This is an optimization exercise on Yosys and OpenROAD, whose aim is small area, a short achievable clock period and few clock cycles per item, not a production implementation.
At most, simulation tests tie the RTL to the original design; equivalence was not proved.
Only the layout flow was run in runs 1 to 6; the RTL was not checked for function there.

--- config.mk ---
export PLATFORM = sky130hd
export DESIGN_NAME = bitcoin_hash
export DESIGN_NICKNAME = bitcoin_hash
export VERILOG_FILES = /design/flow/design.v
export SDC_FILE = /design/flow/constraint.sdc
export NUM_CORES = 8
export LEC_CHECK = 0
export CAP_MARGIN = 20
export CORE_MARGIN = 2
export CORE_UTILIZATION = 50
export SETUP_SLACK_MARGIN = 5
export SLEW_MARGIN = 20
--- constraint.sdc ---
create_clock -name core_clock -period 10.0 [get_ports {clk}]
set_input_delay 2.0000 -clock core_clock [delete_from_list [all_inputs] [get_ports {clk}]]
set_output_delay 2.0000 -clock core_clock [all_outputs]
set_load 0.01 [all_outputs]
--- design.v ---
module bitcoin_hash(input logic        clk, reset_n, start,
                    input logic [15:0] message_addr, output_addr,
                   output logic        done, mem_we,
                   output logic [15:0] mem_addr,
                   output logic [31:0] mem_write_data,
                    input logic [31:0] mem_read_data);
function automatic [31:0] rotr(input [31:0] x, input integer r);
    rotr = (x >> r) | (x << (32 - r));
endfunction
localparam logic [2047:0] KTAB = {
    32'hc67178f2, 32'hbef9a3f7, 32'ha4506ceb, 32'h90befffa,
    32'h8cc70208, 32'h84c87814, 32'h78a5636f, 32'h748f82ee,
    32'h682e6ff3, 32'h5b9cca4f, 32'h4ed8aa4a, 32'h391c0cb3,
    32'h34b0bcb5, 32'h2748774c, 32'h1e376c08, 32'h19a4c116,
    32'h106aa070, 32'hf40e3585, 32'hd6990624, 32'hd192e819,
    32'hc76c51a3, 32'hc24b8b70, 32'ha81a664b, 32'ha2bfe8a1,
    32'h92722c85, 32'h81c2c92e, 32'h766a0abb, 32'h650a7354,
    32'h53380d13, 32'h4d2c6dfc, 32'h2e1b2138, 32'h27b70a85,
    32'h14292967, 32'h06ca6351, 32'hd5a79147, 32'hc6e00bf3,
    32'hbf597fc7, 32'hb00327c8, 32'ha831c66d, 32'h983e5152,
    32'h76f988da, 32'h5cb0a9dc, 32'h4a7484aa, 32'h2de92c6f,
    32'h240ca1cc, 32'h0fc19dc6, 32'hefbe4786, 32'he49b69c1,
    32'hc19bf174, 32'h9bdc06a7, 32'h80deb1fe, 32'h72be5d74,
    32'h550c7dc3, 32'h243185be, 32'h12835b01, 32'hd807aa98,
    32'hab1c5ed5, 32'h923f82a4, 32'h59f111f1, 32'h3956c25b,
    32'he9b5dba5, 32'hb5c0fbcf, 32'h71374491, 32'h428a2f98};
localparam logic [255:0] IVTAB = {
    32'h5be0cd19, 32'h1f83d9ab, 32'h9b05688c, 32'h510e527f,
    32'ha54ff53a, 32'h3c6ef372, 32'hbb67ae85, 32'h6a09e667};
function automatic [63:0] csa(input [31:0] x, input [31:0] y, input [31:0] z);
    csa = {x ^ y ^ z, ((x & y) | (x & z) | (y & z)) << 1};
endfunction
logic [31:0] a, b, c, d, e, f, g, h;
logic [31:0] w [0:15];
logic [31:0] ra [0:3];
logic [31:0] re [0:3];
logic [31:0] m;
logic        busy;       
logic        pro;        
logic [7:0]  tau;        
logic [3:0]  nonce;
logic        we_r;
logic [15:0] addr_r;
assign done           = ~busy;
assign mem_we         = we_r;
assign mem_addr       = addr_r;
assign mem_write_data = d;
logic        busy_n, pro_n, we_n;
logic [7:0]  tau_n;
logic [3:0]  nonce_n;
always_comb begin
    busy_n = busy; pro_n = pro; tau_n = tau + 8'd1; nonce_n = nonce;
    we_n = 1'b0;
    if (!busy) begin
        tau_n = 8'd0;
        if (start) begin
            busy_n = 1'b1; pro_n = 1'b1; tau_n = 8'd1; nonce_n = 4'd0;
        end
    end else if (pro) begin
        if (tau == 8'd85) begin pro_n = 1'b0; tau_n = 8'd0; end
    end else begin
        if (tau == 8'd138) we_n = 1'b1;
        if (tau == 8'd139) begin
            tau_n = 8'd0;
            nonce_n = nonce + 4'd1;
            if (nonce == 4'd15) busy_n = 1'b0;
        end
    end
end
localparam SEL_RND = 2'd0, SEL_ROT = 2'd1, SEL_IV = 2'd2, SEL_MID = 2'd3;
typedef struct packed {
    logic [1:0] asel;       
    logic       emit_w;     
    logic       emit_r;     
    logic       yzero;      
    logic [1:0] wsel;       
    logic [2:0] wc;         
    logic       kz1;        
    logic       kfold;      
    logic       awr;        
    logic [4:0] aoff;       
} ctrl_t;
function automatic ctrl_t decode(input logic bz, input logic pr, input logic [7:0] t, input logic [3:0] n);
    ctrl_t r;
    r = '0;
    r.asel = SEL_ROT;
    r.aoff = t[4:0] + 5'd18;               
    if (!bz) begin
        r.aoff = 5'd0;
    end else if (pr) begin
        if (t <= 8'd15) r.aoff = t[4:0];
        else r.aoff = t[4:0] + 5'd8;        
        if (t >= 8'd2 && t <= 8'd17) r.wsel = 2'd1;
        if (t >= 8'd6 && t <= 8'd9) r.asel = SEL_IV;
        if (t >= 8'd10 && t <= 8'd13) begin r.emit_r = 1'b1; r.yzero = 1'b1; end
        if (t == 8'd12 || t == 8'd84) r.kz1 = 1'b1;
        if (t >= 8'd14 && t <= 8'd77) r.asel = SEL_RND;
        if (t >= 8'd78 && t <= 8'd81) r.emit_r = 1'b1;
        if (t >= 8'd82) r.asel = SEL_MID;
        if (t >= 8'd74 && t <= 8'd76) r.wsel = 2'd1;
        if (t >= 8'd77) r.wsel = 2'd2;
        if (t == 8'd78) r.wc = 3'd2;         
    end else begin
        if (t <= 8'd63) r.asel = SEL_RND;
        if (t >= 8'd64 && t <= 8'd67) r.emit_w = 1'b1;
        if (t >= 8'd68 && t <= 8'd71) r.asel = SEL_IV;
        if (t == 8'd70 || t == 8'd138) r.kz1 = 1'b1;
        if (t == 8'd134) r.kfold = 1'b1;
        if (t >= 8'd72 && t <= 8'd135) r.asel = SEL_RND;
        if (t >= 8'd136) r.asel = SEL_MID;
        if (t == 8'd138) begin r.awr = 1'b1; r.aoff = {1'b0, n}; end
        if (t <= 8'd3) begin r.wsel = 2'd2; r.wc = (t == 8'd3) ? 3'd3 : 3'd0; end
        if (t >= 8'd68 && t <= 8'd75) begin
            r.wsel = 2'd2;
            r.wc = (t == 8'd68) ? 3'd2 : (t == 8'd75) ? 3'd4 : 3'd0;
        end
        if (t >= 8'd128 && t <= 8'd130) r.wsel = 2'd1;
        if (t >= 8'd131) begin
            r.wsel = 2'd2;
            r.wc = (t == 8'd131) ? 3'd1 : (t == 8'd132) ? 3'd2 : 3'd0;
        end
    end
    decode = r;
endfunction
ctrl_t ct, ct_n;
assign ct_n = decode(busy_n, pro_n, tau_n, nonce_n);
logic [5:0] kidx;       
logic [31:0] kr;        
logic [3:0] wnonce;     
always_ff @(posedge clk, negedge reset_n) begin
    if (!reset_n) begin
        busy  <= 1'b0;
        pro   <= 1'b0;
        tau   <= 8'd0;
        nonce <= 4'd0;
        we_r  <= 1'b0;
        ct    <= '0;
    end else begin
        busy  <= busy_n;
        pro   <= pro_n;
        tau   <= tau_n;
        nonce <= nonce_n;
        we_r  <= we_n;
        ct    <= ct_n;
    end
end
always_ff @(posedge clk) begin
    kidx   <= ct_n.kz1 ? 6'd0 : kidx + 6'd1;
    kr     <= ct_n.kfold ? 32'hc67178f2 + 32'h6a09e667 : KTAB[32*kidx +: 32];
    wnonce <= pro ? 4'd0 : nonce + 4'd1;
end
wire [1:0] ph  = pro ? tau[1:0] - 2'd2 : tau[1:0];
wire [31:0] s1  = rotr(e, 6) ^ rotr(e, 11) ^ rotr(e, 25);
wire [31:0] ch  = (e & f) ^ (~e & g);
wire [31:0] s0  = rotr(a, 2) ^ rotr(a, 13) ^ rotr(a, 22);
wire [31:0] maj = (a & b) ^ (a & c) ^ (b & c);
wire [31:0] c1s, c1c, c2s, c2c, c3s, c3c, e1s, e1c, e2s, e2c;
assign {c1s, c1c} = csa(ch, maj, m);         
assign {c2s, c2c} = csa(s0, s1, c1s);
assign {c3s, c3c} = csa(c2s, c2c, c1c);
assign {e1s, e1c} = csa(ch, m, d);           
assign {e2s, e2c} = csa(e1s, e1c, s1);
wire        rnd   = (ct.asel == SEL_RND);
wire [31:0] a_cy  = (c3s + c3c) ^ c3s ^ c3c;
wire [31:0] e_cy  = (e2s + e2c) ^ e2s ^ e2c;
wire [31:0] m1s, m1c;
assign {m1s, m1c} = csa(w[5], g, kr);
wire [31:0] sg0 = rotr(w[1], 7) ^ rotr(w[1], 18) ^ (w[1] >> 3);
wire [31:0] sg1 = rotr(w[14], 17) ^ rotr(w[14], 19) ^ (w[14] >> 10);
wire [31:0] n1s, n1c, n2s, n2c;
assign {n1s, n1c} = csa(sg1, w[9], sg0);
assign {n2s, n2c} = csa(n1s, n1c, w[0]);
wire [31:0] w_next = n2s + n2c;
wire [31:0] xa = ph[0] ? c : a;
wire [31:0] xe = ph[0] ? g : e;
wire [31:0] sum_a = xa + (ra[3] & {32{~ct.yzero}});
wire [31:0] sum_e = xe + (re[3] & {32{~ct.yzero}});
wire [31:0] mid_a = ph[0] ? ra[2] : ra[0];
wire [31:0] mid_e = ph[0] ? re[2] : re[0];
logic [31:0] wconst, w_in, a_in, e_in, a_oth, e_oth;
always_comb begin
    case (ct.wc)
    3'd1:    wconst = {28'd0, wnonce};
    3'd2:    wconst = 32'h80000000;
    3'd3:    wconst = 32'd640;
    3'd4:    wconst = 32'd256;
    default: wconst = 32'd0;
    endcase
    if (ct.emit_w) w_in = sum_e;
    else case (ct.wsel)
    2'd0:    w_in = w_next;
    2'd1:    w_in = mem_read_data;
    default: w_in = wconst;
    endcase
    case (ct.asel)
    SEL_IV:  begin a_oth = IVTAB[32*{1'b0, ~ph} +: 32]; e_oth = IVTAB[32*{1'b1, ~ph} +: 32]; end
    SEL_MID: begin a_oth = mid_a; e_oth = mid_e; end
    default: begin a_oth = d; e_oth = h; end
    endcase
    a_in = (rnd ? c3s ^ c3c : a_oth) ^ (a_cy & {32{rnd}});
    e_in = (rnd ? e2s ^ e2c : e_oth) ^ (e_cy & {32{rnd}});
end
always_ff @(posedge clk) begin
    a <= a_in; b <= a; c <= b; d <= c;
    e <= e_in; f <= e; g <= f; h <= g;
    for (int i = 0; i < 15; i++) w[i] <= w[i+1];
    w[11] <= ct.emit_w ? sum_a : w[12];
    w[15] <= w_in;
    ra[0] <= ct.emit_r ? sum_a : ra[3]; ra[1] <= ra[0]; ra[2] <= ra[1]; ra[3] <= ra[2];
    re[0] <= ct.emit_r ? sum_e : re[3]; re[1] <= re[0]; re[2] <= re[1]; re[3] <= re[2];
    m <= m1s + m1c;
    addr_r <= (ct.awr ? output_addr : message_addr) + {11'd0, ct.aoff};
end
endmodule
--- run.sh ---
#!/bin/bash
# synth_recipe.tcl (not shown) runs the flow's synth.tcl, then flattens the netlist and writes it again
# the make line also repeats each setting of config.mk as NAME=value (left out here)
make -C /OpenROAD-flow-scripts/flow DESIGN_CONFIG=/design/flow/config.mk WORK_HOME=/design/flow/orfs CLKGATE_MAP_FILE= SYNTH_SCRIPT=/design/flow/synth_recipe.tcl finish
==> metrics.yaml, run 1 <==
cp-end-kind: "register"
layout_common_cells: "dfxtp_1, xnor2_1, a21oi_1"
hold_buffers: 0
relSlewSlack_pct: 29.49
final_antenna_net_count: 0
cap_violations: 0
synth_area_per_cell_um2: 10.53
hold_viol_final: 0
cts-buffers-inserted: 114
fp.coreArea_um2: 101900
final_cells: 6398
pin_count: 117
cp.arrival_ns: 5.55
start_kind: "register"
synth_flop_cell: "dfxtp_1"
fmax_ghz: 0.2032
dp_slack_ns: 4.426
synth_edf_count: 0
wirelength_um: 167500
fin_crit_ns: 4.922
rows: 117
yosys_warnings: 4
dieWidth_um: 324.8
ys_async_sr_fraction_pct: 2.707
path_common_cell: "xnor2_1"
antenna_found_initial: 15
r2r_start: "w[14][25]"
cts_tree: "done"
synthCells: 4886
post-route-util_pct: 57.30
multi_input_area_um2: 26880
yosysSeqAreaShare_pct: 44.84
placed_area_um2: 53770
finalCritPeriodShare_pct: 49.22
grt-ovfl-total: 0
ys_ff_latch: 1145
clock_skew_ns: 0.05962
cts.sink_count: 1145
final_common_cell: "dfxtp_1"
setup_tns_ns: 0
grt.total_usage_pct: 31.13
ys_types: 86
viasPerCell: 5.671
die_y_um: 324.8
rrSetupSlack_ns: 5.08
clock_path_buffers: 3
critPathCapture: "w[15][31]"
syn_area_um2: 51460
r2r_cells: 14
wl_per_cell_um: 26.18
r2r-end: "w[15][31]"
hold_class: "reg2reg"
cp_slowest_stage_delay_ns: 0.55
drive_above_1_share_pct: 11.28
dr.pass1.iters: 6
fin_nets: 5472
num_vias: 36290
drc: 0
routabilityCongestion: 0.9488
initial_core_util_pct: 50.51
clkLatencyLatePin_ns: 0.74
crit_start: "w[14][25]"
syn_nets: 5427
critical_path_required_ns: 10.63
grt_pass1_vias: 34200
htreeDepth: 3
fin_area_um2: 58390
drt_iter0_drc: 3713
path_clk_slew_ns: 0.07
dpl.cell_count: 6175
grt_max_degree: 102
tightest_slew_ns: 1.058
syn2layout_area_growth_pct: 13.45
port_buffers: 116
worst_slack_ns: 5.078
path_max_fanout: 4
clockRootBuffer: "clkbuf_16"
slew_viol_final: 0
slowest_stage: "dfxtp_1"
final-seq-area_um2: 23180
grt_setup_unrepaired: "false"
crit_chain: "xnor2_1, xnor2_1, fa_1, fa_1, ha_1, o2111a_1, or4_4, a311oi_4, nor3_2, a2111o_1, a31oi_4, o21ai_1, xnor2_1, a221o_1"
hpwl_um: 129500
die_area_um2: 105500
fill_cells: 8889
finalSetupViolations: 0
status: "finished clean"
grt_pass1_wl_um: 239400
critical_path_class: "reg2reg"
metal layers:
layer	part of all wire [%]	global-route usage (%)	up-vias
li1	-	-	16770
met1	45	45.71	17920
met2	44	47.60	1375
met3	7.1	4.378	227
met4	3.1	9.340	0
met5	0	0	-
worst max-delay path: cells and delay by family, from the launching register on:
family / cells / cell delay, ns
and+or+nand+nor: 2 / 0.61
DFF: 1 / 0.55
AOI/OAI and AO/OA: 6 / 1.69
xor gates and xnor gates: 3 / 0.64
adders and majority gates: 3 / 1.33
sequential cells by signal, summed over array words and instances (netlist names):
| register | cells |
|---|---|
| e | 32 |
| h | 32 |
| wnonce | 4 |
| b | 32 |
| kr | 32 |
| nonce | 4 |
| ct | 16 |
| d | 32 |
| a | 32 |
| kidx | 6 |
| w | 512 |
| tau | 8 |
| addr_r | 16 |
| we_r | 1 |
| g | 32 |
| f | 32 |
| busy | 1 |
| c | 32 |
| m | 32 |
| ra | 128 |
| re | 128 |
| pro | 1 |
how the worst min path moves through the flow:
stage	startpoint	end	slack [ns]	cells after the start
final	w[11][22]	w[10][22]	0.32	0
after global routing	ra[1][29]	ra[2][29]	0.32	0
after CTS	re[1][10]	re[2][10]	0.32	0
after detailed placement	w[6][3]	w[5][3]	0.31	0
after global placement	ra[1][19]	ra[2][19]	0.31	0
after floorplan	ra[1][0]	ra[2][0]	0.31	0
synthesized netlist by cell type, types with 7 or more instances:
master / number / area share [%]
or2_2: 13 / 0.16
nand3_1: 84 / 0.82
nand2b_1: 34 / 0.41
a21boi_0: 9 / 0.13
ha_1: 222 / 5.4
o21a_1: 20 / 0.29
o21ai_0: 281 / 2.7
o21bai_1: 19 / 0.28
and3_1: 23 / 0.28
a31oi_1: 29 / 0.35
inv_1: 287 / 2.1
o311ai_0: 14 / 0.24
a211oi_1: 54 / 0.79
a22oi_1: 9 / 0.13
dfxtp_1: 1114 / 43
or3_1: 16 / 0.19
nor2_1: 231 / 1.7
a21oi_1: 311 / 3.0
and2_1: 12 / 0.15
dfrtp_1: 31 / 1.5
nand2_1: 267 / 1.9
nand3b_1: 9 / 0.13
xor2_1: 104 / 1.8
nor4_1: 8 / 0.097
nor2b_1: 100 / 1.2
a311oi_1: 7 / 0.12
o31ai_1: 18 / 0.26
a22o_1: 18 / 0.31
mux2_2: 171 / 3.7
buf_1: 38 / 0.28
a21o_1: 114 / 1.7
fa_1: 252 / 9.8
nor3_1: 54 / 0.53
a32oi_1: 8 / 0.14
o22ai_1: 20 / 0.24
mux4_2: 17 / 0.74
o211ai_1: 29 / 0.42
a221oi_1: 12 / 0.20
clkbuf_1: 187 / 1.4
xnor2_1: 415 / 7.1
nand4_1: 27 / 0.33
mux2i_1: 84 / 1.6
through the flow:
step / hold slack (ns)
after detailed placement: 0.3121
after global placement: 0.3096
after CTS: 0.3213
final: 0.3224
after global routing: 0.3244
after floorplan: 0.3096
cell families after synthesis:
family | Yosys count | share of synthesized area [%]
flops | 1145 | 44.84
compound gates | 1053 | 12.82
simple gates | 903 | 8.383
xor+xnor | 519 | 8.833
buf+inv | 519 | 3.786
fa+ha+maj | 475 | 15.22
mux | 272 | 6.120
timing repair:
action / 4_1_cts / 5_1_grt
setup endpoints to repair: 26 / 25
setup buffers: 1 / 5
pin swaps: 7 / 18
gates resized for setup: 42 / 92
gates cloned: 2 / 0
hold endpoints to repair: 0 / 0
final cells by class:
cell class / instances / share of cell area [%]
inverter: 294 / 1.890
multi-input combinational: 3222 / 46.03
timing repair buffer: 154 / 2.597
tap: 1368 / 2.932
sequential: 1145 / 39.70
clock inverter: 62 / 1.357
clock buffer: 149 / 5.475
antenna: 4 / 0.01714
==> run 2: changes to the inputs <==
--- a/config.mk
+++ b/config.mk
@@ -6,4 +6,5 @@
 export NUM_CORES = 8
 export LEC_CHECK = 0
+export ABC_AREA = 1
 export CAP_MARGIN = 20
 export CORE_MARGIN = 2
==> metrics.yaml, run 2 <==
status: "finished clean"
syn2layout_area_growth_pct: 12.13
finalSetupViolations: 0
yosys_warnings: 4
post_cts_buffers: 0
top_regs: "w x512, ra x128, re x128"
wirelength_um: 207100
num_vias: 43070
hold_slack_ns: 0.3086
htreeDepth: 3
post-route-util_pct: 56.30
synth_top_area_share_pct: 41.61
synth_edf_count: 0
crit_family: "buffers and inverters"
clock_skew_ns: 0.06318
crit_chain: "buf_6, buf_4, o21ai_0, ha_1, inv_1, fa_1, inv_1, nand3_1, nand3_1, a21oi_1, o21ai_0, or2_2, nand3_1, nand2_1"
initial_core_util_pct: 50.21
fin_crit_ns: 4.740
final_common_cell: "nand2_1"
cts-buffers-inserted: 113
dr.pass1.iters: 6
cp.arrival_ns: 5.34
critical_path_class: "reg2reg"
drc: 0
hold_buffers: 0
viasPerCell: 5.505
finalCritPeriodShare_pct: 47.40
layout_common_cells: "nand2_1, dfxtp_1, inv_1"
dieWidth_um: 331.4
ys_async_sr_fraction_pct: 2.707
clockRootBuffer: "clkbuf_16"
path_common_cell: "nand3_1"
ys_top_cells_by_count: "nand2_1, dfxtp_1, inv_1"
cap_violations: 0
largest-register: "w"
fin_nets: 6864
drive_above_1_share_pct: 5.393
cp_num_buf_inv: 4
yosysMostFrequentCell: "nand2_1"
clock_path_buffers: 3
syn_area_um2: 53600
grt_setup_unrepaired: "false"
grt_pass1_wl_um: 294900
path_clk_slew_ns: 0.06
hold_viol_final: 0
tightest_slew_ns: 1.127
routabilityCongestion: 1.056
cts.sink_count: 1145
pin_count: 117
final-seq-area_um2: 23080
cp_slowest_stage_delay_ns: 0.89
path_max_fanout: 64
setup_tns_ns: 0
rows: 120
largest_reg_flops: 512
multi_input_area_um2: 26820
grt_pass1_vias: 42360
wl_per_cell_um: 26.47
synth_top_cell_by_area: "dfxtp_1"
fill_cells: 9870
fp.coreArea_um2: 106800
grt.total_usage_pct: 37.24
hold_class: "reg2reg"
cp-end-kind: "register"
slowest_stage: "dfrtp_4"
critical_path_required_ns: 10.60
final_antenna_net_count: 0
cts_tree: "done"
port_buffers: 116
synth_area_per_cell_um2: 8.627
fmax_ghz: 0.2110
syn_nets: 6754
synthCells: 6213
start_kind: "register"
grt_max_degree: 75
die_y_um: 331.4
ys_ff_latch: 1145
synth_area_leaders: "dfxtp_1, fa_1, nand2_1, inv_1, ha_1"
yosysSeqAreaShare_pct: 43.05
drt_iter0_drc: 4280
antenna_found_initial: 15
worst_slack_ns: 5.260
die_area_um2: 109800
clkLatencyLatePin_ns: 0.73
dp_slack_ns: 4.990
relSlewSlack_pct: 24.08
ys_types: 72
slew_viol_final: 0
hpwl_um: 169800
synth_flop_cell: "dfxtp_1"
grt-ovfl-total: 0
==> run 2: changes by cell type after synthesis, sizes merged, moves of 142 or more <==
cell and delta:
inv +528, mux2 -166, nand2 +886, nand3 +165, nor2 +293, o21ai +181, xnor2 -221, xor2 +142
==> run 2: worst paths after layout <==
path | from | end | slack, ns | cells after the start
setup / recovery | tau[0] | w[11][18] | 5.26 | 14
setup reg to reg | tau[0] | w[11][18] | 5.26 | 14
max in group asynchronous | reset_n | ct[13] | 8.05 | 1
hold / removal | f[1] | g[1] | 0.31 | 0
hold reg to reg | f[1] | g[1] | 0.31 | 0
min in group asynchronous | reset_n | tau[1] | 1.37 | 1
==> run 2: per-stage QoR <==
stage / area [um^2] / instances
2_1_floorplan: 53600 / 6213
3_3_place_gp: 56210 / 7610
3_5_place_dp: 56220 / 7611
4_1_cts: 60080 / 7819
5_1_grt: 60090 / 7819
6_report: 60100 / 7824
==> run 2: logic make-up (layout without fill, tap and decap cells) <==
kind of cell | Yosys count | after routing | synth area share (%)
and+or+nand+nor | 2071 | 2071 | 16.17
DFF | 1145 | 1145 | 43.05
AOI/OAI and AO/OA | 1058 | 1058 | 11.28
buffers and inverters | 986 | 1189 | 6.952
adders and majority gates | 474 | 474 | 14.59
xor gates and xnor gates | 440 | 440 | 7.204
muxes | 39 | 39 | 0.7400
other | 0 | 5 | 0
==> run 2: metal layers <==
layer	global-route usage [%]	wire length, um
met5	0	12
met2	58.55	91820
met4	26.23	17180
met3	4.408	12330
met1	47.94	85790
==> run 2: cell type report <==
class | count | share of cell area [%]
Sequential cell | 1145 | 38.41
Clock buffer | 155 | 5.371
Inverter | 822 | 5.142
Timing Repair Buffer | 159 | 2.467
Multi-Input combinational cell | 4082 | 44.62
Clock inverter | 53 | 1.055
Tap cell | 1403 | 2.921
Antenna cell | 5 | 0.02082
==> run 2: timing repair <==
action | in CTS | in global routing
endpoints found under the setup margin | 0 | 15
endpoints found under the hold margin | 0 | 0
resized for setup | 0 | 5
==> run 3: changes to the inputs <==
--- a/design.v
+++ b/design.v
@@ -30,4 +30,22 @@
 function automatic [63:0] csa(input [31:0] x, input [31:0] y, input [31:0] z);
     csa = {x ^ y ^ z, ((x & y) | (x & z) | (y & z)) << 1};
+endfunction
+function automatic [31:0] add_bk(input [31:0] x, input [31:0] y);
+    logic [31:0] gg, pp;
+    gg = x & y;
+    pp = x ^ y;
+    for (int l = 0; l < 5; l++)
+        for (int i = 0; i < 32; i++)
+            if (((i + 1) % (2 << l)) == 0) begin
+                gg[i] = gg[i] | (pp[i] & gg[i - (1 << l)]);
+                pp[i] = pp[i] & pp[i - (1 << l)];
+            end
+    for (int l = 3; l >= 0; l--)
+        for (int i = 0; i < 32; i++)
+            if (((i + 1) % (2 << l)) == (1 << l) && i >= (2 << l)) begin
+                gg[i] = gg[i] | (pp[i] & gg[i - (1 << l)]);
+                pp[i] = pp[i] & pp[i - (1 << l)];
+            end
+    add_bk = (x ^ y) ^ {gg[30:0], 1'b0};
 endfunction
 logic [31:0] a, b, c, d, e, f, g, h;
@@ -171,9 +189,9 @@
 assign {n1s, n1c} = csa(sg1, w[9], sg0);
 assign {n2s, n2c} = csa(n1s, n1c, w[0]);
-wire [31:0] w_next = n2s + n2c;
+wire [31:0] w_next = add_bk(n2s, n2c);
 wire [31:0] xa = ph[0] ? c : a;
 wire [31:0] xe = ph[0] ? g : e;
-wire [31:0] sum_a = xa + (ra[3] & {32{~ct.yzero}});
-wire [31:0] sum_e = xe + (re[3] & {32{~ct.yzero}});
+wire [31:0] sum_a = add_bk(xa, ra[3] & {32{~ct.yzero}});
+wire [31:0] sum_e = add_bk(xe, re[3] & {32{~ct.yzero}});
 wire [31:0] mid_a = ph[0] ? ra[2] : ra[0];
 wire [31:0] mid_e = ph[0] ? re[2] : re[0];
@@ -209,5 +227,5 @@
     ra[0] <= ct.emit_r ? sum_a : ra[3]; ra[1] <= ra[0]; ra[2] <= ra[1]; ra[3] <= ra[2];
     re[0] <= ct.emit_r ? sum_e : re[3]; re[1] <= re[0]; re[2] <= re[1]; re[3] <= re[2];
-    m <= m1s + m1c;
+    m <= add_bk(m1s, m1c);
     addr_r <= (ct.awr ? output_addr : message_addr) + {11'd0, ct.aoff};
 end
==> metrics.yaml, run 3 <==
crit_chain: "inv_1, nand2_1, o21ai_0, fa_1, inv_1, fa_1, inv_1, fa_1, inv_1, ha_1, nand2_1, nor4_1, nand2_1, o21ai_0, xor2_1, nand2_1, nand2_1"
slew_viol_final: 0
ys_top_cells_by_count: "dfxtp_1, nand2_1, inv_1"
synth_edf_count: 0
die_area_um2: 104200
clockRootBuffer: "clkbuf_16"
final-seq-area_um2: 23130
dp_slack_ns: 4.729
pin_count: 117
cp.arrival_ns: 5.45
fmax_ghz: 0.2082
fin_crit_ns: 4.804
hold_end: "re[2][19]"
dr.pass1.iters: 6
final_cells: 7021
synth_area_leaders: "dfxtp_1, fa_1, nand2_1, ha_1, inv_1"
yosysMostFrequentCell: "dfxtp_1"
hold_viol_final: 0
cp_slowest_stage_delay_ns: 0.66
wirelength_um: 179400
worst_slack_ns: 5.196
viasPerCell: 5.389
hold_buffers: 0
largest_reg_flops: 512
antenna_found_initial: 10
synth_top_area_share_pct: 43.88
multi_input_area_um2: 24520
start_kind: "register"
fin_nets: 6152
placed_area_um2: 53300
dpl.cell_count: 6795
status: "finished clean"
path_common_cell: "nand2_1"
rows: 116
clock_skew_ns: 0.05106
syn2layout_area_growth_pct: 13.51
relSlewSlack_pct: 31.56
syn_nets: 6050
path_max_fanout: 5
min_from: "re[1][19]"
r2r_cells: 17
critical_path_class: "reg2reg"
synth_flop_cell: "dfxtp_1"
fill_cells: 9065
dieWidth_um: 322.8
syn_area_um2: 50820
synth_area_per_cell_um2: 9.313
critical_path_required_ns: 10.64
clkLatencyLatePin_ns: 0.74
ys_ff_latch: 1145
final_antenna_net_count: 0
grt_pass1_wl_um: 256700
final_common_cell: "dfxtp_1"
fp.coreArea_um2: 100400
num_vias: 37830
layout_common_cells: "dfxtp_1, nand2_1, inv_1"
finalCritPeriodShare_pct: 48.04
cap_violations: 0
synth_top_cell_by_area: "dfxtp_1"
yosysSeqAreaShare_pct: 45.41
hpwl_um: 141500
grt-ovfl-total: 0
cts.sink_count: 1145
clock_path_buffers: 3
hold_class: "reg2reg"
setup_tns_ns: 0
slowest_stage: "dfxtp_1"
cp-end-kind: "register"
ys_async_sr_fraction_pct: 2.707
finalSetupViolations: 0
drt_iter0_drc: 4197
fin_area_um2: 57690
path_clk_slew_ns: 0.07
initial_core_util_pct: 50.60
htreeDepth: 3
yosys_warnings: 4
grt_max_degree: 92
ys_types: 65
die_y_um: 322.8
grt.total_usage_pct: 34.42
routabilityCongestion: 1.038
grt_pass1_vias: 36740
r2r-end: "a[30]"
largest-register: "w"
synthCells: 5457
wl_per_cell_um: 25.55
tightest_slew_ns: 1.022
grt_setup_unrepaired: "true"
drive_above_1_share_pct: 6.325
cts_tree: "done"
top_regs: "w x512, ra x128, re x128"
rrSetupSlack_ns: 5.20
port_buffers: 116
drc: 0
cts-buffers-inserted: 114
r2r_start: "a[27]"
hold_depth: 0
-- run 3: changes by cell type in the layout (fill, tap and decap cells not counted), sizes merged, moves of 15 or more --
cell / previous run / this run
fa: 252 / 310
inv: 825 / 713
o21ai: 465 / 402
nand2: 1153 / 954
a21oi: 316 / 194
o21bai: 28 / 13
xor2: 246 / 229
nand3: 249 / 163
nor2: 524 / 390
-- run 3: layout make-up --
class | count | area share [%]
Timing Repair Buffer | 153 | 2.551
Tap cell | 1357 | 2.943
Inverter | 711 | 4.635
Antenna cell | 4 | 0.01735
Multi-Input combinational cell | 3434 | 42.50
Sequential cell | 1145 | 40.10
Clock buffer | 146 | 5.554
Clock inverter | 71 | 1.698
-- run 3: worst max path at each step --
stage                 to      from  cells past startpoint
2_1_floorplan  w[15][31]  w[1][21]                     24
3_3_place_gp   w[15][31]    tau[0]                     25
3_5_place_dp   w[15][31]    tau[0]                     25
4_1_cts        w[15][31]   w[1][5]                     24
5_1_grt        w[15][31]  w[1][31]                     23
6_report           a[30]     a[27]                     17
-- run 3: critical path: cells and delay by family (launching register included) --
kind	cells	cell delay [ns]
fa+ha+maj	4	1.91
compound gates	2	0.54
simple gates	6	1.06
buf+inv	4	0.39
flops	1	0.66
xor+xnor	1	0.18
-- run 3: layer usage --
| layer | vias up | track usage (%) | share of wire (%) | wire length, um |
|---|---|---|---|---|
| met1 | 18390 | 48.77 | 44 | 78700 |
| met5 | - | 0 | 0.0072 | 13 |
| li1 | 17540 | - | - | - |
| met3 | 327 | 6.781 | 8.5 | 15240 |
| met2 | 1571 | 52.31 | 43 | 77850 |
| met4 | 2 | 12.35 | 4.2 | 7574 |
-- run 3: repair_timing --
action	4_1_cts	5_1_grt
pin swaps	0	9
buffers inserted	0	5
endpoints found under the setup margin	10	48
resized for setup	2	50
-- run 3: cell families after synthesis --
family | count (synthesis) | synth area share [%]
multiplexers | 46 | 0.9158
AO/OA/AOI/OAI | 824 | 9.326
AND/OR/NAND/NOR | 1614 | 12.99
adder cells (fa/ha/maj) | 526 | 17.53
buffers and inverters | 878 | 6.522
flip-flops | 1145 | 45.41
XOR/XNOR | 424 | 7.307
-- run 3: per-stage QoR --
| stage | hold slack, ns | util, % |
|---|---|---|
| after detailed placement | 0.3121 | 53.06 |
| after global placement | 0.3096 | 53.06 |
| after global routing | 0.2863 | 57.43 |
| final | 0.2928 | 57.44 |
| after floorplan | 0.3096 | - |
| after CTS | 0.2804 | 57.23 |
==> run 4: changes to the inputs <==
==> flow/run.sh (new file) <==
#!/bin/bash
set -euo pipefail
MARGIN=6.5
bash standard.sh synth > synth.log 2>&1
sed 's/"\${@:-finish}"/SETUP_SLACK_MARGIN='"$MARGIN"' "${@:-finish}"/' standard.sh > standard_margin.sh
grep -q "SETUP_SLACK_MARGIN=$MARGIN" standard_margin.sh
bash standard_margin.sh finish > layout.log 2>&1
==> standard.sh (new file) <==
#!/bin/bash
# synth_recipe.tcl (not shown) runs the flow's synth.tcl, then flattens the netlist and writes it again
# the make line also repeats each setting of config.mk as NAME=value (left out here)
make -C /OpenROAD-flow-scripts/flow DESIGN_CONFIG=/design/flow/config.mk WORK_HOME=/design/flow/orfs CLKGATE_MAP_FILE= SYNTH_SCRIPT=/design/flow/synth_recipe.tcl "${@:-finish}"
removed: run.sh
==> metrics.yaml, run 4 <==
status: "finished clean"
clockRootBuffer: "clkbuf_16"
routabilityCongestion: 0.9982
hold_viol_final: 0
cp_slowest_stage_delay_ns: 0.50
hold_end: "w[2][29]"
top_regs: "w x512, ra x128, re x128"
wl_per_cell_um: 26.49
wirelength_um: 193400
die_area_um2: 104200
cap_violations: 0
antenna_found_initial: 8
fmax_ghz: 0.2234
cp-end-kind: "register"
rows: 116
r2r-end: "w[15][31]"
fill_cells: 8269
hold_class: "reg2reg"
start_kind: "register"
dieWidth_um: 322.8
yosysMostFrequentCell: "dfxtp_1"
ys_types: 65
largest_reg_flops: 512
ys_async_sr_fraction_pct: 2.707
drt_iter0_drc: 3960
critical_path_required_ns: 10.57
r2r_cells: 20
synthCells: 5457
num_vias: 40110
critical_path_class: "reg2reg"
finalSetupViolations: 0
finalCritPeriodShare_pct: 44.77
rrSetupSlack_ns: 5.52
port_buffers: 116
cp.arrival_ns: 5.05
cts.sink_count: 1145
synth_top_area_share_pct: 43.88
initial_core_util_pct: 50.60
final_common_cell: "dfxtp_1"
layout_common_cells: "dfxtp_1, nand2_1, inv_1"
viasPerCell: 5.492
die_y_um: 322.8
relSlewSlack_pct: 27.99
drc: 0
dpl.cell_count: 6796
path_clk_slew_ns: 0.07
fp.coreArea_um2: 100400
dr.pass1.iters: 5
grt_pass1_vias: 38440
pin_count: 117
ys_ff_latch: 1145
grt_pass1_wl_um: 270400
htreeDepth: 3
syn_area_um2: 50820
syn_nets: 6050
yosysSeqAreaShare_pct: 45.41
synth_edf_count: 0
clock_skew_ns: 0.07913
grt.total_usage_pct: 36.33
clock_path_buffers: 3
yosys_warnings: 4
ys_top_cells_by_count: "dfxtp_1, nand2_1, inv_1"
synth_area_per_cell_um2: 9.313
cts-buffers-inserted: 112
hold_depth: 0
synth_top_cell_by_area: "dfxtp_1"
path_max_fanout: 4
syn2layout_area_growth_pct: 27.37
slowest_stage: "fa_1"
r2r_start: "w[14][4]"
setup_tns_ns: 0
final_cells: 7303
tightest_slew_ns: 1.079
grt-ovfl-total: 0
grt_max_degree: 71
crit_family: "adder cells"
hpwl_um: 144800
cts_tree: "done"
grt_setup_unrepaired: "true"
min_from: "w[3][29]"
cp_num_buf_inv: 2
fin_nets: 6440
fin_crit_ns: 4.477
slew_viol_final: 0
largest-register: "w"
synth_area_leaders: "dfxtp_1, fa_1, nand2_1, ha_1, inv_1"
crit_chain: "xnor2_2, xor2_1, inv_1, fa_1, fa_1, ha_2, a21oi_1, o21ai_0, a211oi_2, nand2_2, nand2_2, nand2_4, a31oi_4, fa_2, xnor2_2, xnor2_1, inv_1, or2_4, nand3_2, a41oi_2"
synth_flop_cell: "dfxtp_1"
clkLatencyLatePin_ns: 0.75
drive_above_1_share_pct: 24.65
final_antenna_net_count: 0
-- run 4: cell counts after synthesis --
Identical to the previous run, type by type.
-- run 4: through the flow --
step	hold WS (ns)	setup slack [ns]	utilization, %	instance area, um^2
floorplan	0.3089	5.979	-	51550
global placement	0.3097	5.178	53.63	53870
detailed placement	0.3121	5.125	53.63	53870
CTS	0.2702	5.493	61.66	61930
global route	0.2679	5.337	64.44	64720
finish	0.2780	5.523	64.45	64730
-- run 4: repair_timing --
action / CTS / global route
pin swaps: 186 / 272
hold buffers: 0 / 0
setup buffers: 154 / 128
setup endpoints to repair: 238 / 170
cloned: 8 / 4
resized for setup: 839 / 429
-- run 4: kinds of logic (layout without fill, tap and decap cells) --
family                   after synthesis  in the layout  share of synthesized area (%)
adder cells (fa/ha/maj)              526            526                          17.53
other                                  0              4                              0
buffers and inverters                878           1363                          6.522
XOR/XNOR                             424            424                          7.307
multiplexers                          46             46                         0.9158
flip-flops                          1145           1145                          45.41
AND/OR/NAND/NOR                     1614           1614                          12.99
AO/OA/AOI/OAI                        824            824                          9.326
-- run 4: how the worst max path moves through the flow --
stage	startpoint	to	slack, ns	depth (start not counted)
3_3_place_gp	tau[0]	w[15][31]	5.18	21
3_5_place_dp	tau[0]	w[15][31]	5.12	21
4_1_cts	w[14][22]	w[15][31]	5.49	24
2_1_floorplan	w[1][6]	w[15][31]	5.98	24
5_1_grt	w[14][22]	w[15][31]	5.34	24
6_report	w[14][4]	w[15][31]	5.52	20
-- run 4: area by class of cell --
class / instances / area (um^2) / share of cell area (%)
Multi-Input combinational cell: 3434 / 28550 / 44.10
Sequential cell: 1145 / 23560 / 36.39
Timing Repair Buffer: 440 / 4180 / 6.458
Clock buffer: 153 / 3159 / 4.881
Inverter: 711 / 2731 / 4.219
Tap cell: 1357 / 1698 / 2.623
Clock inverter: 56 / 810.8 / 1.253
Timing Repair inverter: 3 / 36.28 / 0.05605
Antenna cell: 4 / 10.01 / 0.01546
-- run 4: layer usage --
metal  routed length [um]  global-route usage, %  vias to the layer above  part of all wire, %
met5                   16                      0                        -               0.0083
met4                 8415                  13.65                        2                  4.4
met3                16450                  6.211                      383                  8.5
met2                85990                  56.06                     1781                   44
met1                82570                  51.16                    19850                   43
li1                     -                      -                    18100                    -
==> run 5: changes to the inputs <==
--- a/design.v
+++ b/design.v
@@ -72,7 +72,7 @@
     if (!busy) begin
         tau_n = 8'd0;
-        if (start) begin
-            busy_n = 1'b1; pro_n = 1'b1; tau_n = 8'd1; nonce_n = 4'd0;
-        end
+        pro_n = 1'b1;
+        nonce_n = 4'd0;
+        if (start) busy_n = 1'b1;
     end else if (pro) begin
         if (tau == 8'd85) begin pro_n = 1'b0; tau_n = 8'd0; end
@@ -96,6 +96,7 @@
     logic       kz1;        
     logic       kfold;      
+    logic       aload;      
     logic       awr;        
-    logic [4:0] aoff;       
+    logic [1:0] ainc;       
 } ctrl_t;
 function automatic ctrl_t decode(input logic bz, input logic pr, input logic [7:0] t, input logic [3:0] n);
@@ -103,10 +104,9 @@
     r = '0;
     r.asel = SEL_ROT;
-    r.aoff = t[4:0] + 5'd18;               
     if (!bz) begin
-        r.aoff = 5'd0;
+        r.aload = 1'b1;
     end else if (pr) begin
-        if (t <= 8'd15) r.aoff = t[4:0];
-        else r.aoff = t[4:0] + 5'd8;        
+        if (t == 8'd71) r.aload = 1'b1;
+        if (t == 8'd72) r.ainc = 2'd1;
         if (t >= 8'd2 && t <= 8'd17) r.wsel = 2'd1;
         if (t >= 8'd6 && t <= 8'd9) r.asel = SEL_IV;
@@ -127,5 +127,8 @@
         if (t >= 8'd72 && t <= 8'd135) r.asel = SEL_RND;
         if (t >= 8'd136) r.asel = SEL_MID;
-        if (t == 8'd138) begin r.awr = 1'b1; r.aoff = {1'b0, n}; end
+        if (t == 8'd125) r.aload = 1'b1;
+        if (t == 8'd126) r.ainc = 2'd1;
+        if (t == 8'd137) begin r.aload = 1'b1; r.awr = 1'b1; end
+        if (t == 8'd138) r.ainc = 2'd2;
         if (t <= 8'd3) begin r.wsel = 2'd2; r.wc = (t == 8'd3) ? 3'd3 : 3'd0; end
         if (t >= 8'd68 && t <= 8'd75) begin
@@ -142,5 +145,5 @@
 endfunction
 ctrl_t ct, ct_n;
-assign ct_n = decode(busy_n, pro_n, tau_n, nonce_n);
+assign ct_n = decode(busy, pro_n, tau_n, nonce_n);
 logic [5:0] kidx;       
 logic [31:0] kr;        
@@ -228,5 +231,6 @@
     re[0] <= ct.emit_r ? sum_e : re[3]; re[1] <= re[0]; re[2] <= re[1]; re[3] <= re[2];
     m <= add_bk(m1s, m1c);
-    addr_r <= (ct.awr ? output_addr : message_addr) + {11'd0, ct.aoff};
+    addr_r <= ct.aload ? (ct.awr ? output_addr : message_addr)
+                       : addr_r + ((ct.ainc == 2'd1) ? 16'd16 : (ct.ainc == 2'd2) ? {12'd0, nonce} : 16'd1);
 end
 endmodule
==> flow/run.sh (replaced) <==
#!/bin/bash
# Layout with the standard flow (standard.sh), except that synthesis skips
# the full-adder extraction (ADDER_MAP_FILE empty): the carry-save adders of
# the SHA-256 round then map to faster XOR/majority logic. Synthesis script,
# passes, flattening and renaming are otherwise the standard ones.
set -euo pipefail
sed 's/"\${@:-finish}"/ADDER_MAP_FILE= "${@:-finish}"/' standard.sh > standard_nofa.sh
grep -q 'ADDER_MAP_FILE= ' standard_nofa.sh
bash standard_nofa.sh synth > synth.log 2>&1
bash standard_nofa.sh finish > layout.log 2>&1
==> metrics.yaml, run 5 <==
status: "finished clean"
syn_nets: 7304
ys_ff_latch: 1143
finalCritPeriodShare_pct: 45.87
synthCells: 7237
routabilityCongestion: 0.9964
clockRootBuffer: "clkbuf_16"
synth_flop_cell: "dfxtp_1"
drt_iter0_drc: 4400
final_cells: 8814
clock_path_buffers: 3
yosys_warnings: 4
hold_class: "reg2reg"
fin_crit_ns: 4.587
path_clk_slew_ns: 0.07
die_y_um: 328.8
cp_slowest_stage_delay_ns: 0.64
path_max_fanout: 48
final_antenna_net_count: 0
tightest_slew_ns: 0.9731
die_area_um2: 108100
dp_slack_ns: 5.255
start_kind: "register"
cts-buffers-inserted: 115
port_buffers: 116
dr.pass1.iters: 6
grt_max_degree: 77
worst_slack_ns: 5.413
synth_edf_count: 0
slew_viol_final: 0
num_vias: 47000
htreeDepth: 3
setup_tns_ns: 0
dpl.cell_count: 8594
cts.sink_count: 1143
pin_count: 117
ys_async_sr_fraction_pct: 2.537
initial_core_util_pct: 50.27
critical_path_required_ns: 10.58
clkLatencyLatePin_ns: 0.73
dieWidth_um: 328.8
drive_above_1_share_pct: 7.103
syn_area_um2: 52760
cp-end-kind: "register"
fp.coreArea_um2: 105000
path_common_cell: "nand2_1"
top_regs: "w x512, ra x128, re x128"
finalSetupViolations: 0
clock_skew_ns: 0.04323
grt_setup_unrepaired: "true"
relSlewSlack_pct: 35.13
cap_violations: 0
slowest_stage: "dfrtp_4"
cp.arrival_ns: 5.17
rows: 119
r2r_start: "tau[0]"
ctsResizeCount: 0
final_common_cell: "nand2_1"
ys_types: 75
largest-register: "w"
min_from: "re[1][15]"
hold_viol_final: 0
drc: 0
synth_top_area_share_pct: 42.27
layout_common_cells: "nand2_1, dfxtp_1, inv_1"
fin_nets: 7387
crit_start: "tau[0]"
hpwl_um: 149400
synth_area_per_cell_um2: 7.291
hold_buffers: 0
fin_area_um2: 59080
critical_path_class: "reg2reg"
grt-ovfl-total: 0
grt.total_usage_pct: 34.16
synth_top_cell_by_area: "dfxtp_1"
antenna_found_initial: 4
syn2layout_area_growth_pct: 11.97
wl_per_cell_um: 21.39
cts_tree: "done"
yosysSeqAreaShare_pct: 43.64
synth_area_leaders: "dfxtp_1, nand2_1, inv_1, xor2_1, o21ai_0"
ys_top_cells_by_count: "nand2_1, dfxtp_1, inv_1"
placed_area_um2: 55080
grt_pass1_wl_um: 272000
grt_pass1_vias: 42650
viasPerCell: 5.332
fmax_ghz: 0.2180
wirelength_um: 188500
largest_reg_flops: 512
post_cts_buffers: 0
yosysMostFrequentCell: "nand2_1"
-- run 5: changes by cell type in the layout (fill, tap and decap cells not counted), sizes merged, moves of 93 or more --
cell / delta
nor2: +93
fa: -310
xor2: +107
nand3: +266
buf: -282
o21ai: +115
or2: +102
nand2: +1354
ha: -216
inv: +145
-- run 5: logic make-up after synthesis --
logic type	after synthesis	synth area share [%]
muxes	5	0.09486
and+or+nand+nor	3457	27.34
adders and majority gates	27	0.5170
AOI/OAI and AO/OA	1055	11.68
DFF	1143	43.64
xor gates and xnor gates	515	9.025
buffers and inverters	1035	7.705
-- run 5: critical path, delay by kind of cell (launching register included) --
| kind | cells | cell delay [ns] |
|---|---|---|
| AOI/OAI and AO/OA | 4 | 0.59 |
| xor gates and xnor gates | 1 | 0.18 |
| buffers and inverters | 3 | 1.17 |
| DFF | 1 | 0.64 |
| and+or+nand+nor | 22 | 1.86 |
-- run 5: per-stage QoR --
stage / hold WS [ns] / utilization [%]
global route: 0.2854 / 56.27
detailed placement: 0.3121 / 52.47
finish: 0.2863 / 56.28
floorplan: 0.3096 / -
global placement: 0.3095 / 52.46
CTS: 0.2760 / 56.26
-- run 5: metal layers --
metal	track usage, %	routed length, um	share of wire [%]
met5	0	10	0.0053
met1	45.51	81030	43
met2	54.98	84870	45
met3	5.162	13580	7.2
met4	14.74	9039	4.8
-- run 5: worst paths after layout --
| check | to | slack, ns | cells past startpoint |
|---|---|---|---|
| max | re[0][31] | 5.41 | 30 |
| min | re[2][15] | 0.29 | 0 |
| max reg2reg | re[0][31] | 5.41 | 30 |
| min reg2reg | re[2][15] | 0.29 | 0 |
| max in group asynchronous | tau[0] | 8.07 | 1 |
| min in group asynchronous | we_r | 1.35 | 1 |
-- run 5: layout make-up --
class                   instances  area, um^2
fillers                      9952       45890
multi-input cells            5059       25700
flip-flops and latches       1143       23030
clock buffers                 157        3277
inverters                     851        3198
well taps                    1391        1740
repair buffers                150        1423
clock inverters                59       700.7
diodes                          4       10.01
==> run 6: changes to the inputs <==
==> flow/run.sh (replaced) <==
#!/bin/bash
set -euo pipefail
sed 's/"\${@:-finish}"/ADDER_MAP_FILE= "${@:-finish}"/' standard.sh > standard_nofa.sh
sed 's/"\${@:-finish}"/ADDER_MAP_FILE= SETUP_SLACK_MARGIN=6.4 "${@:-finish}"/' standard.sh > standard_margin.sh
grep -q 'ADDER_MAP_FILE= ' standard_nofa.sh
grep -q 'SETUP_SLACK_MARGIN=6.4 ' standard_margin.sh
bash standard_nofa.sh synth > synth.log 2>&1
bash standard_margin.sh finish > layout.log 2>&1
==> metrics.yaml, run 6 <==
final_cells: 8920
pin_count: 117
wl_per_cell_um: 21.76
clock_skew_ns: 0.04216
syn2layout_area_growth_pct: 17.75
fin_crit_ns: 3.582
ys_top_cells_by_count: "nand2_1, dfxtp_1, inv_1"
viasPerCell: 5.362
cts_tree: "done"
critical_path_required_ns: 10.65
grt-ovfl-total: 0
synth_area_leaders: "dfxtp_1, nand2_1, inv_1, xor2_1, o21ai_0"
finalSetupViolations: 0
drive_above_1_share_pct: 13.76
dr.pass1.iters: 6
initial_core_util_pct: 50.27
clock_path_buffers: 3
layout_common_cells: "nand2_1, dfxtp_1, inv_1"
cp-end-kind: "register"
path_clk_slew_ns: 0.07
clkLatencyLatePin_ns: 0.73
drc: 0
critical_path_class: "reg2reg"
synthCells: 7237
finalCritPeriodShare_pct: 35.82
syn_nets: 7304
die_y_um: 328.8
ys_types: 75
routabilityCongestion: 0.9964
grt_pass1_wl_um: 275100
grt_pass1_vias: 42910
grt_setup_unrepaired: "true"
hold_slack_ns: 0.2853
fin_nets: 7495
hold_viol_final: 0
setup_tns_ns: 0
grt.total_usage_pct: 34.61
antenna_found_initial: 3
start_kind: "register"
fmax_ghz: 0.2791
largest-register: "w"
dpl.cell_count: 8594
cts-buffers-inserted: 115
cp.arrival_ns: 4.24
syn_area_um2: 52760
crit_start: "a[7]"
min_from: "re[1][15]"
port_buffers: 116
ys_ff_latch: 1143
synth_top_area_share_pct: 42.27
hold_class: "reg2reg"
final_antenna_net_count: 0
htreeDepth: 3
yosysMostFrequentCell: "nand2_1"
ys_async_sr_fraction_pct: 2.537
synth_top_cell_by_area: "dfxtp_1"
rows: 119
fill_cells: 9696
cap_violations: 0
hold_buffers: 0
r2r_start: "a[7]"
synth_flop_cell: "dfxtp_1"
tightest_slew_ns: 1.035
grt_max_degree: 77
die_area_um2: 108100
synth_area_per_cell_um2: 7.291
wirelength_um: 194100
synth_edf_count: 0
post-route-util_pct: 59.19
status: "finished clean"
slew_viol_final: 0
num_vias: 47830
hpwl_um: 149400
top_regs: "w x512, ra x128, re x128"
drt_iter0_drc: 4240
largest_reg_flops: 512
cts.sink_count: 1143
dieWidth_um: 328.8
relSlewSlack_pct: 31.01
yosysSeqAreaShare_pct: 43.64
clockRootBuffer: "clkbuf_16"
final_common_cell: "nand2_1"
fp.coreArea_um2: 105000
path_max_fanout: 6
yosys_warnings: 4
-- run 6: repair_timing --
| action | in CTS | in global routing |
|---|---|---|
| buffers inserted | 23 | 76 |
| endpoints found under the setup margin | 258 | 125 |
| pin swaps | 9 | 76 |
| resized for setup | 246 | 377 |
| gates cloned | 5 | 4 |
-- run 6: worst max-delay path, stage by stage, from the launching register on --
cell and delay (ns):
dfxtp_2 0.41, xnor2_1 0.54, xor2_1 0.21, or2_1 0.14
nand2_1 0.08, xor2_2 0.20, maj3_1 0.40, xnor2_2 0.41
o21ai_0 0.21, a21oi_1 0.27, o21ai_0 0.15, nor2_1 0.12
nand2_1 0.13, nand2_1 0.10, xor2_1 0.13
-- run 6: cell type report --
cell class / count / area, um^2 / area share (%)
Antenna cell: 2 / 5.005 / 0.008056
Timing Repair Buffer: 257 / 2569 / 4.135
Clock inverter: 59 / 700.7 / 1.128
Tap cell: 1391 / 1740 / 2.801
Sequential cell: 1143 / 23360 / 37.60
Clock buffer: 157 / 3277 / 5.274
Multi-Input combinational cell: 5059 / 27220 / 43.81
Timing Repair inverter: 1 / 8.758 / 0.01410
Inverter: 851 / 3252 / 5.234
-- run 6: worst paths after layout --
check,to,slack [ns],depth (start not counted)
min in group asynchronous,we_r,1.35,1
worst max register to register,a[28],6.42,14
worst max-delay path,a[28],6.42,14
worst min-delay path,re[2][15],0.29,0
worst min register to register,re[2][15],0.29,0
max in group asynchronous,ct[11],8.06,1
-- run 6: cells by family (layout without fill, tap and decap cells) --
logic type	after synthesis	in the layout	share of synthesized area [%]
AND/OR/NAND/NOR	3457	3457	27.34
flip-flops	1143	1143	43.64
AO/OA/AOI/OAI	1055	1055	11.68
buffers and inverters	1035	1325	7.705
XOR/XNOR	515	515	9.025
adder cells (fa/ha/maj)	27	27	0.5170
multiplexers	5	5	0.09486
other	0	2	0
-- run 6: metrics by stage --
step | worst slack (ns) | cell area (um^2)
finish | 6.418 | 62130
floorplan | 7.221 | 52760
CTS | 6.274 | 60020
global route | 6.243 | 62120
global placement | 5.263 | 55070
detailed placement | 5.255 | 55080
-- run 6: per-layer routing --
layer / vias up / share of wire [%] / global-route usage, % / wire length (um)
li1: 23240 / - / - / -
met1: 22460 / 42 / 46.08 / 81990
met2: 1769 / 45 / 55.59 / 87870
met3: 369 / 7.6 / 5.325 / 14770
met4: 0 / 4.9 / 15.14 / 9500
met5: - / 0 / 0 / 0
==> run 7: changes to the inputs <==
--- a/design.v
+++ b/design.v
@@ -95,4 +95,6 @@
     logic [2:0] wc;         
     logic       kz1;        
+    logic       tp;         
+    logic [1:0] ivi;        
     logic       kfold;      
     logic       aload;      
@@ -104,4 +106,6 @@
     r = '0;
     r.asel = SEL_ROT;
+    r.tp  = t[0];
+    r.ivi = pr ? ~(t[1:0] - 2'd2) : ~t[1:0];
     if (!bz) begin
         r.aload = 1'b1;
@@ -171,5 +175,4 @@
     wnonce <= pro ? 4'd0 : nonce + 4'd1;
 end
-wire [1:0] ph  = pro ? tau[1:0] - 2'd2 : tau[1:0];
 wire [31:0] s1  = rotr(e, 6) ^ rotr(e, 11) ^ rotr(e, 25);
 wire [31:0] ch  = (e & f) ^ (~e & g);
@@ -193,10 +196,10 @@
 assign {n2s, n2c} = csa(n1s, n1c, w[0]);
 wire [31:0] w_next = add_bk(n2s, n2c);
-wire [31:0] xa = ph[0] ? c : a;
-wire [31:0] xe = ph[0] ? g : e;
+wire [31:0] xa = ct.tp ? c : a;
+wire [31:0] xe = ct.tp ? g : e;
 wire [31:0] sum_a = add_bk(xa, ra[3] & {32{~ct.yzero}});
 wire [31:0] sum_e = add_bk(xe, re[3] & {32{~ct.yzero}});
-wire [31:0] mid_a = ph[0] ? ra[2] : ra[0];
-wire [31:0] mid_e = ph[0] ? re[2] : re[0];
+wire [31:0] mid_a = ct.tp ? ra[2] : ra[0];
+wire [31:0] mid_e = ct.tp ? re[2] : re[0];
 logic [31:0] wconst, w_in, a_in, e_in, a_oth, e_oth;
 always_comb begin
@@ -215,5 +218,5 @@
     endcase
     case (ct.asel)
-    SEL_IV:  begin a_oth = IVTAB[32*{1'b0, ~ph} +: 32]; e_oth = IVTAB[32*{1'b1, ~ph} +: 32]; end
+    SEL_IV:  begin a_oth = IVTAB[32*{1'b0, ct.ivi} +: 32]; e_oth = IVTAB[32*{1'b1, ct.ivi} +: 32]; end
     SEL_MID: begin a_oth = mid_a; e_oth = mid_e; end
     default: begin a_oth = d; e_oth = h; end
==> metrics.yaml, run 7 <==
synthCells: 7304
cts-buffers-inserted: 114
drc: 0
n_antenna_cell: 0
syn_nets: 7371
path_clk_slew_ns: 0.06
wirelength_met1_um: 84870
dr_wl_met2_um: 86710
ys_ff_latch: 1145
die_area_um2: 108400
wl_met3_um: 15020
initial_core_util_pct: 50.29
cp-end-kind: "register"
dieWidth_um: 329.2
grt_pass1_wl_um: 278700
dr.pass1.iters: 6
worst_slack_ns: 6.399
grt-ovfl-total: 0
cts.sink_count: 1145
syn_area_um2: 52870
fin_nets: 7562
clock_path_buffers: 3
fin_area_um2: 62330
yosys_warnings: 4
num_vias: 48500
cap_violations: 0
fmax_ghz: 0.2777
start_kind: "register"
htreeDepth: 3
yosysMostFrequentCell: "nand2_1"
layout_common_cells: "nand2_1, dfxtp_1, inv_1"
placed_area_um2: 55200
antenna_found_initial: 8
fp.coreArea_um2: 105100
synth_area_per_cell_um2: 7.238
fin_crit_ns: 3.601
largest_reg_flops: 512
ys_types: 71
tightest_slew_ns: 1.157
hold_buffers: 0
largest-register: "w"
grt_max_degree: 77
viasPerCell: 5.399
wirelength_um: 197800
path_max_fanout: 10
rows: 119
pin_count: 117
die_y_um: 329.2
routabilityCongestion: 1.025
finalCritPeriodShare_pct: 36.01
yosysSeqAreaShare_pct: 43.65
grt_setup_unrepaired: "true"
slew_viol_final: 0
synth_top_area_share_pct: 42.18
ys_top_cells_by_count: "nand2_1, dfxtp_1, inv_1"
clkLatencyLatePin_ns: 0.73
relSlewSlack_pct: 22.78
critical_path_required_ns: 10.59
synth_edf_count: 0
setup_tns_ns: 0
drive_above_1_share_pct: 12.84
synth_top_cell_by_area: "dfxtp_1"
final_antenna_net_count: 0
hold_viol_final: 0
hpwl_um: 152100
fill_cells: 9727
drt_iter0_drc: 4686
rrSetupSlack_ns: 6.40
syn2layout_area_growth_pct: 17.90
final_common_cell: "nand2_1"
hold_class: "reg2reg"
synth_area_leaders: "dfxtp_1, nand2_1, inv_1, xor2_1, o21ai_0"
grt.total_usage_pct: 35.06
finalSetupViolations: 0
grt_pass1_vias: 43360
clockRootBuffer: "clkbuf_16"
top_layer: "met5"
critical_path_class: "reg2reg"
status: "finished clean"
top_regs: "w x512, ra x128, re x128"
ys_async_sr_fraction_pct: 2.707
cts_tree: "done"
dp_slack_ns: 5.119
synth_flop_cell: "dfxtp_1"
wl_per_cell_um: 22.02
clock_skew_ns: 0.05148
cp.arrival_ns: 4.19
port_buffers: 116
## run 7: cell types whose count changed in the layout (fill, tap and decap cells not counted), moves of 12 or more
cell / delta
nand3_2: -14
nand2_2: -24
or2_1: -13
nand2_1: +13
o21ai_1: +30
nand4_1: +12
inv_2: -17
o21ai_0: +41
inv_1: +40
dfxtp_1: +13
## run 7: repair_timing
| action | in CTS | in global routing |
|---|---|---|
| gates cloned | 4 | 5 |
| pin swaps | 6 | 59 |
| endpoints found under the setup margin | 258 | 140 |
| setup buffers | 22 | 76 |
| gates resized for setup | 232 | 406 |
## run 7: cell families after synthesis
family	after synthesis	synth area share, %
flip-flops	1145	43.65
XOR/XNOR	530	9.093
buffers and inverters	1057	7.829
AND/OR/NAND/NOR	3447	27.16
adder cells (fa/ha/maj)	23	0.4355
AO/OA/AOI/OAI	1102	11.83
## run 7: path summary, 6_finish.rpt
| check | start | endpoint | cells after the start |
|---|---|---|---|
| worst max register to register | ct[18] | e[4] | 12 |
| min in group asynchronous | reset_n | ct[3] | 1 |
| worst max-delay path | ct[18] | e[4] | 12 |
| worst min-delay path | w[2][6] | w[1][6] | 0 |
| max in group asynchronous | reset_n | ct[14] | 1 |
| worst min register to register | w[2][6] | w[1][6] | 0 |
## run 7: area by class of cell
class	count	area [um^2]	area share, %
clock inverters	54	688.2	1.104
well taps	1391	1740	2.792
repair inverters	2	16.27	0.02610
inverters	874	3349	5.374
multi-input cells	5102	27320	43.83
repair buffers	256	2564	4.113
clock buffers	160	3276	5.255
flip-flops and latches	1145	23380	37.50
## run 7: metal layers
metal | vias up | global-route usage [%]
met2 | 1952 | 55.09
li1 | 23440 | -
met5 | - | 0
met4 | 2 | 16.24
met3 | 396 | 5.366
met1 | 22710 | 47.47
## run 7: worst max-delay path, cell delays in order, from the launching register on
cell     delay (ns)
dfrtp_1        0.44
inv_1          0.49
nor2_1         0.09
inv_1          0.15
nor2_2         0.13
inv_1          0.09
buf_4          0.29
nor2_1         0.15
a21oi_1        0.74
o21ai_0        0.39
a21oi_1        0.23
o21ai_0        0.13
xnor2_1        0.16
## run 7: metrics by stage
stage / std cells / util (%) / hold slack, ns
after global routing: 8984 / 59.30 / 0.3224
after CTS: 8903 / 57.14 / 0.3027
after floorplan: 7304 / - / 0.3096
after global placement: 8663 / 52.51 / 0.3096
final: 8984 / 59.30 / 0.3107
after detailed placement: 8663 / 52.51 / 0.3121
Testbench counts of run 7, summed over its fixed seeds: cycles 93,080, hashes 640.

afterwards: timing with drivers on the ports:
The flow's constraints put no driver on any port. The routed layouts listed below were extracted and timed again, unchanged, in two steps. Step 1 (the two cells are an assumption about what drives the block):
set clk [get_ports {clk}]
set_driving_cell -lib_cell sky130_fd_sc_hd__clkbuf_16 $clk
set_driving_cell -lib_cell sky130_fd_sc_hd__buf_2 [delete_from_list [all_inputs] $clk]
Step 2, shift: input delay + t, output delay - t, t = (earliest + latest rising clock arrival at the registers) / 2. This alone moves slack from input paths to output paths. Slacks: no drivers / after step 1 / after step 2; pairs: no drivers / after step 1.
| run | shift t [ns] | slack for setup (ns) | worst hold slack (ns) |
|---|---|---|---|
| run 1 | 0.788 | 5.078 / 5.078 / 4.956 | 0.322 / 0.322 / 0.322 |
| run 2 | 0.774 | 5.260 / 5.260 / 4.877 | 0.309 / 0.309 / 0.309 |
| run 3 | 0.786 | 5.196 / 5.196 / 5.196 | 0.293 / 0.293 / 0.293 |
| run 4 | 0.792 | 5.523 / 5.523 / 5.523 | 0.278 / 0.278 / 0.278 |
| run 5 | 0.782 | 5.413 / 5.413 / 5.413 | 0.286 / 0.286 / 0.286 |
| run 6 | 0.780 | 6.418 / 6.393 / 6.418 | 0.285 / 0.285 / 0.285 |
| run 7 | 0.789 | 6.399 / 6.394 / 6.181 | 0.311 / 0.311 / 0.311 |
After both steps every run listed still meets setup and hold. The setup slack of run 2, which loses most, moves by 0.000 ns with the drivers and by -0.383 ns with both steps.
